Context: an optimization exercise on an open-source flow, tuned for small area and a short achievable clock period. The choices shown serve that exercise and are no tape-out recipe. Function was not checked in any run shown here: the RTL went through the layout flow alone. The flow treats the clock pin as an ideal source, which a real chip does not have.

## flow/design.v (module list and top-level ports; edited modules follow where they fit)
// module Vedic: 80 lines
// module mul32: 3545 lines
// module fa1: 4 lines
// module ha1: 4 lines
// module pc_aoi21: 3 lines
// module pc_oai21: 3 lines
// module pc_nand2: 3 lines
// module pc_nor2: 3 lines
// module pc_inv: 3 lines
// module pc_xor2: 3 lines
// module pc_xnor2: 3 lines
// module bsel: 3 lines
// module hai1: 4 lines
module Vedic(
  input             clk,
  input             rst,
  input      [31:0] A_5,
  input      [31:0] B_5,
  output reg [63:0] Q_REG
);
  // ...
==> flow/flow/run.sh <==
#!/bin/bash
# The standard layout (standard.sh, unchanged synthesis) with these changes:
#  - the port buffers are buf_1 (ORFS picks a larger delay buffer by default);
#  - after floorplan, ABC's buffers are removed and every combinational cell
#    is set to its smallest size (flow/downsize.tcl);
#  - CTS's setup repair runs after that skew (in flow/skew.tcl), and it and
#    the later repairs aim at 8.75 ns of setup slack on the 14 ns clock,
#    working on the worst paths (TNS_END_PERCENT=0), so they size up only
#    the cells that the critical paths need; the hold repair fixes the short
#    paths into Q_REG that the skew leaves too fast, with 0.1 ns to spare.
# The make output goes to make_finish.log; each ORFS step keeps its own log
# under orfs/logs.
set -euo pipefail
HERE=$(pwd)
export SKEW_CELLS="dlygate4sd3_1 dlygate4sd3_1"
bash standard.sh \
  "BUFFER_PORTS_ARGS=-buffer_cell sky130_fd_sc_hd__buf_1" \
  REMOVE_ABC_BUFFERS=1 \
  POST_FLOORPLAN_TCL=$HERE/flow/downsize.tcl \
  POST_CTS_TCL=$HERE/flow/skew.tcl \
  SETUP_SLACK_MARGIN=8.75 TNS_END_PERCENT=0 HOLD_SLACK_MARGIN=0.1 SKIP_CTS_REPAIR_TIMING=1 \
  finish > make_finish.log 2>&1
==> flow/flow/downsize.tcl <==
# Set every combinational cell to the smallest-area cell of the same function
# (same footprint family, e.g. a22oi_2 -> a22oi_1); the timing repair that
# follows sizes up only what the clock period needs.  Registers, clock cells,
# tie cells, tap cells and port buffers are left alone.
set ds_count 0
set ds_saved 0.0
foreach inst [get_cells *] {
  set ref [get_full_name [get_lib_cells -of_objects $inst]]
  set cell [get_property [get_lib_cells -of_objects $inst] name]
  if { ![regexp {^(sky130_fd_sc_hd__)([a-z0-9]+)_([0-9]+)$} $cell -> pre base drive] } { continue }
  if { [regexp {^(df|dl|sdf|edf|clk|conb|tap|fill|decap|diode|buf$|probe|lpflow)} $base] } { continue }
  set name [get_full_name $inst]
  if { [regexp {^(input|output)[0-9]+$} $name] } { continue }
  set best $cell
  set best_area [get_property [get_lib_cells $cell] area]
  foreach d {0 1 2} {
    set cand "${pre}${base}_$d"
    if { $cand eq $cell } { continue }
    set lc [get_lib_cells -quiet $cand]
    if { $lc eq "" } { continue }
    if { [get_property $lc dont_use] } { continue }
    set a [get_property $lc area]
    if { $a < $best_area } { set best $cand; set best_area $a }
  }
  if { $best ne $cell } {
    set ds_saved [expr { $ds_saved + [get_property [get_lib_cells $cell] area] - $best_area }]
    replace_cell $name $best
    incr ds_count
  }
}
puts "downsize: $ds_count cells set to their smallest size, [format %.1f $ds_saved] um2 saved"
==> flow/flow/skew.tcl <==
set skew_cells [expr { [info exists ::env(SKEW_CELLS)] ? $::env(SKEW_CELLS) : "dlygate4sd3_1 dlygate4sd3_1" }]
set skew_n [llength $skew_cells]
set skew_buf sky130_fd_sc_hd__clkbuf_4
set block [ord::get_db_block]
set groups [dict create]
estimate_parasitics -placement
set skew_thr [expr { [info exists ::env(SETUP_SLACK_MARGIN)] ? $::env(SETUP_SLACK_MARGIN) : 1e9 }]
set skew_skipped 0
foreach inst [$block getInsts] {
  if { ![string match "Q_REG*" [$inst getName]] } { continue }
  if { [get_property [get_pins -of_objects [get_cells [$inst getName]] -filter "name == D"] slack_max] >= $skew_thr } {
    incr skew_skipped
    continue
  }
  set it [$inst findITerm CLK]
  set net [$it getNet]
  dict lappend groups [$net getName] $inst
}
set k 0
dict for {netname insts} $groups {
  # centroid of the group
  set sx 0; set sy 0
  set pins {}
  foreach inst $insts {
    set bb [$inst getBBox]
    set sx [expr { $sx + ([$bb xMin] + [$bb xMax]) / 2 }]
    set sy [expr { $sy + ([$bb yMin] + [$bb yMax]) / 2 }]
    lappend pins [get_pins -of_objects [get_cells [$inst getName]] -filter "name == CLK"]
  }
  set n [llength $insts]
  set dbu [$block getDbUnitsPerMicron]
  set cx [expr { double($sx) / $n / $dbu }]
  set cy [expr { double($sy) / $n / $dbu }]
  set order [lsort -real -index 0 [lmap inst $insts p $pins {
    set bb [$inst getBBox]
    list [expr { ([$bb xMin] + [$bb xMax]) / 2.0 }] $p [expr { ([$bb yMin] + [$bb yMax]) / 2.0 }]
  }]]
  set nchunk [expr { ($n + 3) / 4 }]
  set load {}
  for {set c 0} {$c < $nchunk} {incr c} {
    set lo [expr { $c * $n / $nchunk }]
    set hi [expr { ($c + 1) * $n / $nchunk - 1 }]
    set chunk [lrange $order $lo $hi]
    set cp [lmap e $chunk { lindex $e 1 }]
    set bx [expr { [tcl::mathop::+ {*}[lmap e $chunk { lindex $e 0 }]] / [llength $chunk] / $dbu }]
    set by [expr { [tcl::mathop::+ {*}[lmap e $chunk { lindex $e 2 }]] / [llength $chunk] / $dbu }]
    set b [insert_buffer -buffer_cell $skew_buf -net [get_nets $netname] -load_pins $cp \
             -location [list $bx $by] -buffer_name skewbuf_${k}_$c -net_name skewnet_${k}_0_$c]
    lappend load [get_pins [get_full_name $b]/A]
  }
  for {set i 1} {$i <= $skew_n} {incr i} {
    set d [insert_buffer -buffer_cell sky130_fd_sc_hd__[lindex $skew_cells [expr { $i - 1 }]] -net [get_nets $netname] -load_pins $load \
             -location [list $cx $cy] -buffer_name skewdly_${k}_$i -net_name skewnet_${k}_$i]
    set load [get_pins [get_full_name $d]/A]
  }
  incr k
}
puts "skew: delayed the clock of [dict size $groups] Q_REG groups by $skew_cells; $skew_skipped Q_REG flip-flops left as they were"
foreach net [$block getNets] {
  if { [string match "skewnet_*" [$net getName]] } { $net setSigType CLOCK }
}
detailed_placement
estimate_parasitics -placement

# With SKIP_CTS_REPAIR_TIMING set, the setup repair that CTS would have run
# before this hook runs here instead, after the skew, so that it sees the
# clock the layout will have.
if { [info exists ::env(SKIP_CTS_REPAIR_TIMING)] && $::env(SKIP_CTS_REPAIR_TIMING) } {
  repair_timing_helper -setup
  detailed_placement
  check_placement -verbose
  estimate_parasitics -placement
}
==> flow/standard.sh <==
#!/bin/bash
# synth_recipe.tcl (not shown) runs the flow's synth.tcl, then flattens the netlist and writes it again
# the make line also repeats each setting of config.mk as NAME=value (left out here)
make -C /OpenROAD-flow-scripts/flow DESIGN_CONFIG=/design/flow/config.mk WORK_HOME=/design/flow/orfs CLKGATE_MAP_FILE= SYNTH_SCRIPT=/design/flow/synth_recipe.tcl "${@:-finish}"
==> flow/config.mk <==
export PLATFORM = sky130hd
export DESIGN_NAME = Vedic
export DESIGN_NICKNAME = Vedic
export VERILOG_FILES = /design/flow/design.v
export SDC_FILE = /design/flow/constraint.sdc
export NUM_CORES = 4
export LEC_CHECK = 0
export CAP_MARGIN = 20
export CORE_MARGIN = 2
export CORE_UTILIZATION = 40
export SLEW_MARGIN = 20
export SYNTH_HIERARCHICAL = 1
export SYNTH_MINIMUM_KEEP_SIZE = 0
==> flow/constraint.sdc <==
create_clock -name core_clock -period 14.0 [get_ports {clk}]
set_input_delay 2.8000 -clock core_clock [delete_from_list [all_inputs] [get_ports {clk}]]
set_output_delay 2.8000 -clock core_clock [all_outputs]
set_load 0.01 [all_outputs]
==> qor.yml, run 1 <==
logic_synthesis:
  synth.area.top_cells: "fa_1 (33%), a22oi_2 (21%), xnor2_1 (17%)"
  synth-compound-area-share: 0.261
  synth_edf_count: 0
  synth_top_family_by_area: "adder cells"
global_route:
  grt_use_met2: 0.442
  use_met3: 0.0804
worst_setup_path:
  slowest_delay_ns: 1.03
  endpoint_kind: "flop"
  crit_cells: 17
  worst_path_max_delay_cell: "dfrtp_2"
  r2r_end: "Q_REG[45]$_DFF_PN0_"
  crit_chain: "a22oi_1, xnor2_1, fa_1, fa_1, fa_1, fa_1, fa_1, fa_1, ha_1, nand2_1, nor2_1, nand2_1, nor2_1, nand2_1, o21ai_1, a21oi_1, xnor2_1"
  critPathCapture: "Q_REG[45]$_DFF_PN0_"
  crit_family: "adder cells"
  critPathLaunch: "two_reg[8]$_DFF_PN0_"
sta:
  setup_viol: 0
  grt_setup_unrepaired: "yes"
  holdWs_ns: 0.0708
  worst_slew_margin_rel: 0.312
  maxSlewViolCount: 0
worst_hold_path:
  min_from: "A_5_reg[31]$_DFF_PN0_"
  hold_depth: 6
  min_to: "Q_REG[62]$_DFF_PN0_"
detailed_routing:
  drc: 0
  drtIter0Drc: 2864
  highest_layer: "met5"
  drtPass1Iterations: 7
floorplanning:
  io_pins: 130
  dieWidth_um: 275
  die_h_um: 275
  num_rows: 99
run_status:
  status: "timing/DRC/antenna clean"
layout:
  final_area_um2: 29000
  final_core_util: 0.398
placement:
  place_hpwl_mm: 66.4
clock_network:
  cts.sinks: 144
==> run 2, diff against run 1 <==
--- a/flow/flow/run.sh
+++ b/flow/flow/run.sh
@@ -5,7 +5,7 @@
 #    is set to its smallest size (flow/downsize.tcl);
 #  - CTS's setup repair runs after that skew (in flow/skew.tcl), and it and
 #    the later repairs aim at 8.75 ns of setup slack on the 14 ns clock,
-#    working on the worst paths (TNS_END_PERCENT=0), so they size up only
+#    working on the worst paths (TNS_END_PERCENT=10), so they size up only
 #    the cells that the critical paths need; the hold repair fixes the short
 #    paths into Q_REG that the skew leaves too fast, with 0.1 ns to spare.
 # The make output goes to make_finish.log; each ORFS step keeps its own log
@@ -18,5 +18,5 @@
   REMOVE_ABC_BUFFERS=1 \
   POST_FLOORPLAN_TCL=$HERE/flow/downsize.tcl \
   POST_CTS_TCL=$HERE/flow/skew.tcl \
-  SETUP_SLACK_MARGIN=8.75 TNS_END_PERCENT=0 HOLD_SLACK_MARGIN=0.1 SKIP_CTS_REPAIR_TIMING=1 \
+  SETUP_SLACK_MARGIN=8.75 TNS_END_PERCENT=10 HOLD_SLACK_MARGIN=0.1 SKIP_CTS_REPAIR_TIMING=1 \
   finish > make_finish.log 2>&1
==> run 2 against run 1 <==
Compared with the run above: critical path depth decreased by 16; cell area increased by 0.19%; still clean; die area unchanged; synthesized cell count unchanged; global-route usage unchanged; register-to-register slack improved by 0.16 ns; worst hold slack improved by 0.00081 ns; cell count unchanged; via count about the same; wire length increased by 0.22%.
==> qor.yml, run 2 <==
placement:
  place_area_um2: 28000  # unchanged
  io_buffer_count: 129  # unchanged
  place_congestion: 0.979  # unchanged
  place_hpwl_mm: 66.4  # unchanged
worst_hold_path:
  hp-class: "flop to flop"  # unchanged
logic_synthesis:
  ys_seq_area_frac: 0.123  # unchanged
  synth_edf_count: 0  # unchanged
  yosysMostFrequentCell: "xnor2_1"  # unchanged
  synth_top_family_by_area: "adder cells"  # unchanged
  synthMuxAreaShare: 0  # unchanged
  synthFlopType: "dfrtp_1"  # unchanged
  synth-compound-area-share: 0.261  # unchanged
  synth_top_cell_by_area: "fa_1"  # unchanged
  async_flop_share: 1.00  # unchanged
  synth_cells: 2358  # unchanged
  synth-seq-cells: 144  # unchanged
  synthSimpleGateAreaFrac: 0.0353  # unchanged
  yosys_warnings: 7  # unchanged
  synth_xor_area_frac: 0.184  # unchanged
  avgSynthCellArea_um2: 12.4  # unchanged
  syn_area_um2: 29300  # unchanged
  ys_types: 25  # unchanged
  synth_adder_area_share: 0.374  # unchanged
  synth.area.top_cells: "fa_1 (33%), a22oi_2 (21%), xnor2_1 (17%)"  # unchanged
  synth.top_cell.area_share: 0.328  # unchanged
  synth_common_cells: "xnor2_1 (561), a22oi_2 (496), fa_1 (480)"  # unchanged
worst_setup_path:
  ff2ff_path_depth: 18  # was 17
  critPathKind: "flop to output port"  # was flop to flop
  timing.critical_path.buf_inv: 1  # was 0
  ff2ff_setup_slack_ns: 8.58  # was 8.42 ns
  crit_arrival_ns: 2.63  # was 7.18 ns
  endpoint_kind: "output port"  # was flop
  cp.required_ns: 11.20  # was 15.60 ns
  slowest_delay_ns: 0.43  # was 1.03 ns
  critPathLaunch: "Q_REG[31]$_DFF_PN0_"  # was two_reg[8]$_DFF_PN0_
  crit_path_max_fanout: 1  # was 32
  crit_family: "flip-flops"  # was adder cells
  worst_setup_path_start_kind: "flop"  # unchanged
  critPathCapture: "Q_REG[31]"  # was Q_REG[45]$_DFF_PN0_
  crit_chain: "buf_2"  # was a22oi_1, xnor2_1, fa_1, fa_1, fa_1, fa_1, fa_1, fa_1, ha_1, nand2_1, nor2_1, nand2_1, nor2_1, nand2_1, o21ai_1, a21oi_1, xnor2_1
  timing.rr.start: "A_5_reg[16]$_DFF_PN0_"  # was two_reg[8]$_DFF_PN0_
  crit_cells: 1  # was 17
  worst_path_max_delay_cell: "dfrtp_1"  # was dfrtp_2
  r2r_end: "Q_REG[45]$_DFF_PN0_"  # unchanged
sta:
  grt_setup_unrepaired: "yes"  # unchanged
  maxSlewViolCount: 0  # unchanged
  setup_viol: 0  # unchanged
  clock_skew_ns: 1.56  # was 1.57 ns
  min_period_ns: 5.43  # was 5.58 ns
  totalNegativeSetupSlack_ns: 0  # unchanged
  finalCritPeriodShare: 0.388  # was 0.398
  tightest_slew_ns: 1.03  # about the same
  max_freq_mhz: 184  # was 179 MHz
  hold_viol: 0  # unchanged
  worst_slew_margin_rel: 0.316  # was 0.312
detailed_routing:
  vias: 22175  # was 22,165
  drtPass1Iterations: 7  # unchanged
  wirelength_mm: 105  # about the same
  drc: 0  # unchanged
  wl_per_cell_um: 29.8  # about the same
  vias_per_cell: 6.28  # about the same
  antenna_left: 0  # unchanged
  drtIter0Drc: 2648  # was 2,864
clock_network:
  cts.sinks: 144  # unchanged
  tritoncts: "done"  # unchanged
  clk_pin_slew_ns: 0.10  # was 0.07 ns
  clk_latency_ns: 2.04  # was 2.05 ns
floorplanning:
  dieArea_um2: 75400  # unchanged
  num_rows: 99  # unchanged
  die_h_um: 275  # unchanged
  io_pins: 130  # unchanged
  dieWidth_um: 275  # unchanged
  start_util: 0.403  # unchanged
  core_area_um2: 72700  # unchanged
global_route:
  grt_pass1_wl_mm: 155  # unchanged
  grt_pass1_vias: 24477  # unchanged
  grt_antenna_before_repair: 1  # unchanged
  gr-total-overflow: 0  # unchanged
  grt_max_degree: 69  # unchanged
  grtUsageTotal: 0.281  # unchanged
layout:
  final_common_cell: "xnor2_1"  # unchanged
  layout_common_cells: "xnor2_1 (570), a22oi_1 (496), fa_1 (480)"  # unchanged
  n_antenna_cell: 0  # unchanged
  final_nets: 3209  # unchanged
  drive_above_1_share: 0.0623  # was 0.0615
  final_area_um2: 29000  # about the same
  largest_reg_flops: 64  # unchanged
  area_delta_synth_final_pct: -0.863  # was -1.05%
run:
  cap_violations: 0  # unchanged
run_status:
  status: "timing/DRC/antenna clean"  # unchanged
run 2: cell counts after synthesis:
No cell type changed its count.
run 2: area by class of cell, clock buffers not listed:
type	instances	area, um^2
inverter	32	120
fill	7075	43700
sequential	144	3670
tap	959	1200
clock inverter	14	145
multi-input combinational	2124	22100
timing repair buffer	200	1060
run 2: cells by family after synthesis:
kind of cell,after synthesis
buffers and inverters,103
xor gates and xnor gates,607
and+or+nand+nor,219
DFF,144
other,2
adders and majority gates,586
AOI/OAI and AO/OA,697
run 2: modules after synthesis (local to each module, per instance):
module,times used,cell area [um^2],cells inside
Vedic,1,4020,205
bsel,496,21.3,2
fa1,480,20.0,1
ha1,44,12.5,1
mul32,1,2110,248
pc_aoi21,114,8.76,1
pc_inv,16,3.75,1
pc_nand2,72,3.75,1
pc_nor2,52,3.75,1
pc_oai21,72,5.00,1
pc_xnor2,42,8.76,1
pc_xor2,21,8.76,1
run 2: worst min path at each step:
stage	startpoint	to	slack [ns]	cells after the start
3_5_place_dp	one_reg[0]$_DFF_PN0_	Q_REG[0]$_DFF_PN0_	0.96	4
3_3_place_gp	one_reg[0]$_DFF_PN0_	Q_REG[0]$_DFF_PN0_	0.95	4
6_report	A_5_reg[31]$_DFF_PN0_	Q_REG[62]$_DFF_PN0_	0.07	6
2_1_floorplan	A_5_reg[0]$_DFF_PN0_	Q_REG[0]$_DFF_PN0_	1.12	3
5_1_grt	two_reg[15]$_DFF_PN0_	Q_REG[62]$_DFF_PN0_	0.11	6
run 2: stage by stage:
stage / std cells / util / worst slack (ns) / hold slack [ns]
after floorplan: 2300 / - / 7.76 / 1.12
after global placement: 3459 / 0.385 / 7.18 / 0.949
after global routing: 3529 / 0.399 / 8.51 / 0.106
after detailed placement: 3459 / 0.385 / 7.23 / 0.964
final: 3529 / 0.399 / 8.57 / 0.0716
run 2: per-layer routing:
metal	share of wire	global-route usage	vias to the layer above	wire length, um
met5	0.000086	0	-	9
met4	0.057	0.165	2	6030
met1	0.37	0.345	11338	38800
met2	0.46	0.442	1733	48400
li1	-	-	8706	-
met3	0.11	0.0804	396	12100
run 2: worst min-delay path: cells and delay by family (launching register included):
kind	cells	cell delay [ns]
buf+inv	1	0.27
flops	1	0.37
simple gates	1	0.13
fa+ha+maj	2	0.32
xor+xnor	2	0.21

-- static timing again, ports no longer ideal --
In the flow no input, the clock included, has a driving cell. The finished layouts below were timed again as built, in two steps.
Step 1, drivers: a clkbuf_16 drives clk and a buf_2 each remaining input, both assumed.
Step 2, shift: input delay + t, output delay - t, t = (earliest + latest rising clock arrival at the registers) / 2. This alone moves slack from input paths to output paths.
a / b / c = ideal / step 1 / step 2; a / b = the first two.
run | shift t [ns] | setup WS [ns] | hold slack, ns | clock arrival spread, ns | pins driven straight from the clock port
run 1 | 1.335 | 8.425 / 8.425 / 8.425 | 0.071 / 0.071 / 0.071 | 1.574 / 1.573 | 1
run 2 | 1.330 | 8.569 / 8.502 / 8.582 | 0.072 / 0.072 / 0.072 | 1.564 / 1.564 | 1
In run 1 and run 2 the clock reaches the registers at very different times; t lies between them, and the last value is a rough guide only.
